From an optimization exercise on the open Yosys and OpenROAD flow, aimed at small area and a short achievable clock period; shortcuts taken in it are not production practice.
The RTL was checked by simulation tests, not by an equivalence proof against the original design.

// DaddaKS_16bitMAC
module DaddaKS_16bitMAC(
    input [15:0] a,
    input [15:0] b,
    input clk,
    input rst,
    input cin,
    output reg [31:0] out,
    output cout
);
clock: 17.0 ns
lec_check: 0
cap_margin: 20
core_margin: 2
core_utilization: 40
cts_buf_list: sky130_fd_sc_hd__clkbuf_8
setup_slack_margin: 5
slew_margin: 20
synth_hierarchical: 1
standard.sh (not shown) runs the stock make flow with config.mk's settings and CLKGATE_MAP_FILE= SYNTH_SCRIPT=/design/flow/synth_recipe.tcl, a recipe that flattens the netlist after the stock synthesis.
==> flow/flow/run.sh <==
#!/bin/bash
# The standard layout (the standard.sh) with these ORFS settings on top of config.mk's:
#   SETUP_SLACK_MARGIN=6 'BUFFER_PORTS_ARGS=-buffer_cell sky130_fd_sc_hd__buf_1' 'CTS_ARGS=-sink_clustering_enable -repair_clock_nets -buf_list sky130_fd_sc_hd__clkbuf_8 -dont_use_dummy_load'
# and one extra step after global placement: downsize.tcl gives every cell the smallest
# drive strength that keeps the worst setup slack (area recovery; synthesis maps the
# one-gate modules to needlessly large cells).  Each tool's output is in its own log.
set -euo pipefail
bash standard.sh SETUP_SLACK_MARGIN=6 'BUFFER_PORTS_ARGS=-buffer_cell sky130_fd_sc_hd__buf_1' 'CTS_ARGS=-sink_clustering_enable -repair_clock_nets -buf_list sky130_fd_sc_hd__clkbuf_8 -dont_use_dummy_load' place > standard_place.log 2>&1
R=$PWD/orfs/results/sky130hd/DaddaKS_16bitMAC/base
DS_ODB=$R/3_place.odb DS_SDC=$R/3_place.sdc DS_TARGET=6.3 \
  DS_LIB=$FLOW_HOME/platforms/sky130hd/lib/sky130_fd_sc_hd__tt_025C_1v80.lib \
  DS_PLATFORM_DIR=$FLOW_HOME/platforms/sky130hd \
  openroad -no_init -exit flow/downsize.tcl > downsize.log 2>&1
bash standard.sh SETUP_SLACK_MARGIN=6 'BUFFER_PORTS_ARGS=-buffer_cell sky130_fd_sc_hd__buf_1' 'CTS_ARGS=-sink_clustering_enable -repair_clock_nets -buf_list sky130_fd_sc_hd__clkbuf_8 -dont_use_dummy_load' finish > standard_finish.log 2>&1
==> flow/flow/downsize.tcl <==
# Area recovery: give each cell the smallest drive strength of its kind that keeps the
# design's worst setup slack at least DS_TARGET (or the slack it had, if that is lower).
# Reads and rewrites the ODB given in DS_ODB; DS_SDC is its SDC.
read_db $::env(DS_ODB)
read_liberty $::env(DS_LIB)
read_sdc $::env(DS_SDC)
source $::env(DS_PLATFORM_DIR)/setRC.tcl
if {[info exists ::env(DS_PROP)] && $::env(DS_PROP)} { set_propagated_clock [all_clocks] }
estimate_parasitics -placement
set wns0 [sta::worst_slack -max]
set target [expr {min($wns0, $::env(DS_TARGET))}]
puts "downsize: worst slack $wns0, target $target"
set area0 0.0
set saved 0.0
set n 0
set insts [get_cells *]
foreach inst $insts {
  set m [get_property $inst ref_name]
  if {![regexp {^(sky130_fd_sc_hd__[a-z0-9]+)_([0-9]+)$} $m -> base size]} { continue }
  if {[string match *df* $base] || [string match *tap* $base] || [string match *conb* $base] || [string match *clkbuf* $base]} { continue }
  set cands {}
  foreach lc [get_lib_cells */${base}_*] {
    set nm [get_property $lc name]
    if {[regexp "^${base}_(\[0-9\]+)\$" $nm -> s2] && $s2 < $size} { lappend cands [list $s2 $nm] }
  }
  if {![llength $cands]} { continue }
  set cands [lsort -integer -index 0 $cands]
  foreach c $cands {
    set nm [lindex $c 1]
    replace_cell $inst $nm
    if {[sta::worst_slack -max] >= $target} {
      incr n
      puts "downsize: [get_full_name $inst] $m -> $nm"
      break
    }
    replace_cell $inst $m
  }
}
puts "downsize: resized $n cells, worst slack now [sta::worst_slack -max]"
report_design_area
write_db $::env(DS_ODB)
The starting point completed without violations.
Rerun with:
Settings changed: CORE_UTILIZATION 40 to 55, CTS_BUF_LIST sky130_fd_sc_hd__clkbuf_8 to unset.
=> Cell area fell by 0.50%; routed wire length fell by 2.4%; core utilization rose by 16 points; count of clock-buffer cells in the layout does not change; critical path depth stays the same; first-iteration DRC count fell by 14%; fmax fell by 1.0%; synthesized cell count does not change; flip-flop and latch count stays the same; cell count fell by 5.5%.
Rerun with:
==> flow/flow/run.sh (replaced) <==
#!/bin/bash
# The standard layout (the standard.sh) with these ORFS settings on top of config.mk's:
#   SETUP_SLACK_MARGIN=5.5 'BUFFER_PORTS_ARGS=-buffer_cell sky130_fd_sc_hd__buf_1' 'CTS_ARGS=-sink_clustering_enable -repair_clock_nets -buf_list sky130_fd_sc_hd__clkbuf_8 -dont_use_dummy_load'
# and one extra step after global placement: downsize.tcl gives every cell the smallest
# drive strength that keeps the worst setup slack (area recovery; synthesis maps the
# one-gate modules to needlessly large cells).  Each tool's output is in its own log.
set -euo pipefail
bash standard.sh SETUP_SLACK_MARGIN=5.5 'BUFFER_PORTS_ARGS=-buffer_cell sky130_fd_sc_hd__buf_1' 'CTS_ARGS=-sink_clustering_enable -repair_clock_nets -buf_list sky130_fd_sc_hd__clkbuf_8 -dont_use_dummy_load' place > standard_place.log 2>&1
R=$PWD/orfs/results/sky130hd/DaddaKS_16bitMAC/base
DS_ODB=$R/3_place.odb DS_SDC=$R/3_place.sdc DS_TARGET=5.8 \
  DS_LIB=$FLOW_HOME/platforms/sky130hd/lib/sky130_fd_sc_hd__tt_025C_1v80.lib \
  DS_PLATFORM_DIR=$FLOW_HOME/platforms/sky130hd \
  openroad -no_init -exit flow/downsize.tcl > downsize.log 2>&1
bash standard.sh SETUP_SLACK_MARGIN=5.5 'BUFFER_PORTS_ARGS=-buffer_cell sky130_fd_sc_hd__buf_1' 'CTS_ARGS=-sink_clustering_enable -repair_clock_nets -buf_list sky130_fd_sc_hd__clkbuf_8 -dont_use_dummy_load' finish > standard_finish.log 2>&1
Settings changed: CORE_UTILIZATION 55 to 40, CTS_BUF_LIST set to sky130_fd_sc_hd__clkbuf_8.
Result:
- via count goes down by about 0.8%
- worst hold slack loses 0.0098 ns
- critical path depth goes down by 1
- final area goes down by about 2.2%
- wire length goes up by 1.9%
- register-to-register slack improved by 0.29 ns
- synthesized cell count stays the same
Rerun with:
==> flow/flow/run.sh (replaced) <==
#!/bin/bash
# The standard layout (the standard.sh) with these ORFS settings on top of config.mk's:
#   SETUP_SLACK_MARGIN=6 'BUFFER_PORTS_ARGS=-buffer_cell sky130_fd_sc_hd__buf_1' 'CTS_ARGS=-sink_clustering_enable -repair_clock_nets -buf_list sky130_fd_sc_hd__clkbuf_8 -dont_use_dummy_load'
# and one extra step after global placement: downsize.tcl gives every cell the smallest
# drive strength that keeps the worst setup slack (area recovery; synthesis maps the
# one-gate modules to needlessly large cells).  Each tool's output is in its own log.
set -euo pipefail
bash standard.sh SETUP_SLACK_MARGIN=6 'BUFFER_PORTS_ARGS=-buffer_cell sky130_fd_sc_hd__buf_1' 'CTS_ARGS=-sink_clustering_enable -repair_clock_nets -buf_list sky130_fd_sc_hd__clkbuf_8 -dont_use_dummy_load' place > standard_place.log 2>&1
R=$PWD/orfs/results/sky130hd/DaddaKS_16bitMAC/base
DS_ODB=$R/3_place.odb DS_SDC=$R/3_place.sdc DS_TARGET=6.3 \
  DS_LIB=$FLOW_HOME/platforms/sky130hd/lib/sky130_fd_sc_hd__tt_025C_1v80.lib \
  DS_PLATFORM_DIR=$FLOW_HOME/platforms/sky130hd \
  openroad -no_init -exit flow/downsize.tcl > downsize.log 2>&1
bash standard.sh SETUP_SLACK_MARGIN=6 'BUFFER_PORTS_ARGS=-buffer_cell sky130_fd_sc_hd__buf_1' 'CTS_ARGS=-sink_clustering_enable -repair_clock_nets -buf_list sky130_fd_sc_hd__clkbuf_8 -dont_use_dummy_load' finish > standard_finish.log 2>&1
Settings changed: CTS_BUF_LIST sky130_fd_sc_hd__clkbuf_8 to unset, PLACE_DENSITY set to 0.75.
Result: Wire length went up by a few percent. Clock skew is higher by 0.0087 ns. Synthesized area stays the same.
Rerun with:
==> flow/flow/run.sh (replaced) <==
#!/bin/bash
# The standard layout (the standard.sh) with these ORFS settings on top of config.mk's:
#   SETUP_SLACK_MARGIN=7 'BUFFER_PORTS_ARGS=-buffer_cell sky130_fd_sc_hd__buf_1' 'CTS_ARGS=-sink_clustering_enable -repair_clock_nets -buf_list sky130_fd_sc_hd__clkbuf_8 -dont_use_dummy_load'
# and one extra step after global placement: downsize.tcl gives every cell the smallest
# drive strength that keeps the worst setup slack (area recovery; synthesis maps the
# one-gate modules to needlessly large cells).  Each tool's output is in its own log.
set -euo pipefail
bash standard.sh SETUP_SLACK_MARGIN=7 'BUFFER_PORTS_ARGS=-buffer_cell sky130_fd_sc_hd__buf_1' 'CTS_ARGS=-sink_clustering_enable -repair_clock_nets -buf_list sky130_fd_sc_hd__clkbuf_8 -dont_use_dummy_load' place > standard_place.log 2>&1
R=$PWD/orfs/results/sky130hd/DaddaKS_16bitMAC/base
DS_ODB=$R/3_place.odb DS_SDC=$R/3_place.sdc DS_TARGET=7.3 \
  DS_LIB=$FLOW_HOME/platforms/sky130hd/lib/sky130_fd_sc_hd__tt_025C_1v80.lib \
  DS_PLATFORM_DIR=$FLOW_HOME/platforms/sky130hd \
  openroad -no_init -exit flow/downsize.tcl > downsize.log 2>&1
bash standard.sh SETUP_SLACK_MARGIN=7 'BUFFER_PORTS_ARGS=-buffer_cell sky130_fd_sc_hd__buf_1' 'CTS_ARGS=-sink_clustering_enable -repair_clock_nets -buf_list sky130_fd_sc_hd__clkbuf_8 -dont_use_dummy_load' finish > standard_finish.log 2>&1
Settings changed: CTS_BUF_LIST set to sky130_fd_sc_hd__clkbuf_8, PLACE_DENSITY 0.75 to unset.
What happened:
- hold slack is better by 0.0052 ns
- worst setup slack is worse by 0.14 ns
- sequential cell count is unchanged
- first-iteration DRC count falls by 28%
- global-route usage rises by 0.40 points
- final cell count falls by about 0.35%
- synthesized area does not change
Rerun with:
==> flow/flow/run.sh (replaced) <==
#!/bin/bash
# The standard layout (the standard.sh) with these ORFS settings on top of config.mk's:
#   SETUP_SLACK_MARGIN=6 'BUFFER_PORTS_ARGS=-buffer_cell sky130_fd_sc_hd__buf_1' 'CTS_ARGS=-sink_clustering_enable -repair_clock_nets -buf_list sky130_fd_sc_hd__clkbuf_8 -dont_use_dummy_load' SETUP_MOVE_SEQUENCE=unbuffer,sizeup,swap
# and one extra step after global placement: downsize.tcl gives every cell the smallest
# drive strength that keeps the worst setup slack (area recovery; synthesis maps the
# one-gate modules to needlessly large cells).  Each tool's output is in its own log.
set -euo pipefail
bash standard.sh SETUP_SLACK_MARGIN=6 'BUFFER_PORTS_ARGS=-buffer_cell sky130_fd_sc_hd__buf_1' 'CTS_ARGS=-sink_clustering_enable -repair_clock_nets -buf_list sky130_fd_sc_hd__clkbuf_8 -dont_use_dummy_load' SETUP_MOVE_SEQUENCE=unbuffer,sizeup,swap place > standard_place.log 2>&1
R=$PWD/orfs/results/sky130hd/DaddaKS_16bitMAC/base
DS_ODB=$R/3_place.odb DS_SDC=$R/3_place.sdc DS_TARGET=6.3 \
  DS_LIB=$FLOW_HOME/platforms/sky130hd/lib/sky130_fd_sc_hd__tt_025C_1v80.lib \
  DS_PLATFORM_DIR=$FLOW_HOME/platforms/sky130hd \
  openroad -no_init -exit flow/downsize.tcl > downsize.log 2>&1
bash standard.sh SETUP_SLACK_MARGIN=6 'BUFFER_PORTS_ARGS=-buffer_cell sky130_fd_sc_hd__buf_1' 'CTS_ARGS=-sink_clustering_enable -repair_clock_nets -buf_list sky130_fd_sc_hd__clkbuf_8 -dont_use_dummy_load' SETUP_MOVE_SEQUENCE=unbuffer,sizeup,swap finish > standard_finish.log 2>&1
--- a/flow/flow/downsize.tcl
+++ b/flow/flow/downsize.tcl
@@ -12,2 +12,11 @@
 puts "downsize: worst slack $wns0, target $target"
+set tradeoff [expr {[info exists ::env(DS_TRADEOFF)] ? $::env(DS_TRADEOFF) : 0}]
+set tradeoff_k [expr {$tradeoff ? $::env(DS_TRADEOFF) : 0}]
+set cur_wns $wns0
+set cur_area 0.0
+foreach i [get_cells *] {
+  set lc [get_lib_cells -quiet */[get_property $i ref_name]]
+  if {[llength $lc]} { set cur_area [expr {$cur_area + [get_property $lc area]}] }
+}
+puts "downsize: cell area $cur_area"
 set area0 0.0
@@ -30,3 +39,12 @@
     replace_cell $inst $nm
-    if {[sta::worst_slack -max] >= $target} {
+    set wns [sta::worst_slack -max]
+    set ok [expr {$wns >= $target}]
+    if {!$ok && $tradeoff} {
+      set da [expr {[get_property [get_lib_cells */$m] area] - [get_property [get_lib_cells */$nm] area]}]
+      set dp [expr {$cur_wns - $wns}]
+      if {$dp / (17.0 - $cur_wns) < $tradeoff_k * $da / $cur_area} { set ok 1 }
+    }
+    if {$ok} {
+      set cur_area [expr {$cur_area - [get_property [get_lib_cells */$m] area] + [get_property [get_lib_cells */$nm] area]}]
+      set cur_wns $wns
       incr n
What happened: The changed run went through all stages and came out clean; routed wire length goes down slightly; design area decreases slightly; worst setup slack gains 0.064 ns; non-clock buffer count went down by 15.

==> separate check: timing with driven ports <==
The flow's constraints put no driver on any port. The routed layouts listed below were extracted and timed again, unchanged, in two steps. Step 1, drivers: a clkbuf_16 drives clk and a buf_2 each remaining input, both assumed. Step 2 moves the port delays by t, midway between the first and last clock arrival at a register: inputs arrive t later, outputs are due t later. That takes back most of the time a late clock gives input paths. a / b / c = ideal ports / drivers / drivers and shift; a / b = the first two.
run | t (ns) | setup WS [ns] | worst slew at a driven data input, ns
the first run | 0.359 | 6.109 / 6.065 / 6.065 | 0.07
the second run | 0.351 | 5.997 / 5.954 / 5.954 | 0.08
the third run | 0.356 | 5.740 / 5.702 / 5.702 | 0.07
the fourth run | 0.350 | 6.068 / 5.979 / 5.979 | 0.11
the fifth run | 0.350 | 5.923 / 5.896 / 5.896 | 0.06
the sixth run | 0.358 | 5.987 / 5.937 / 5.937 | 0.07
After both steps setup and hold are still met in every run listed. For the fourth run, which loses most, drivers alone change the setup slack by -0.089 ns; drivers and shift together by -0.089 ns.
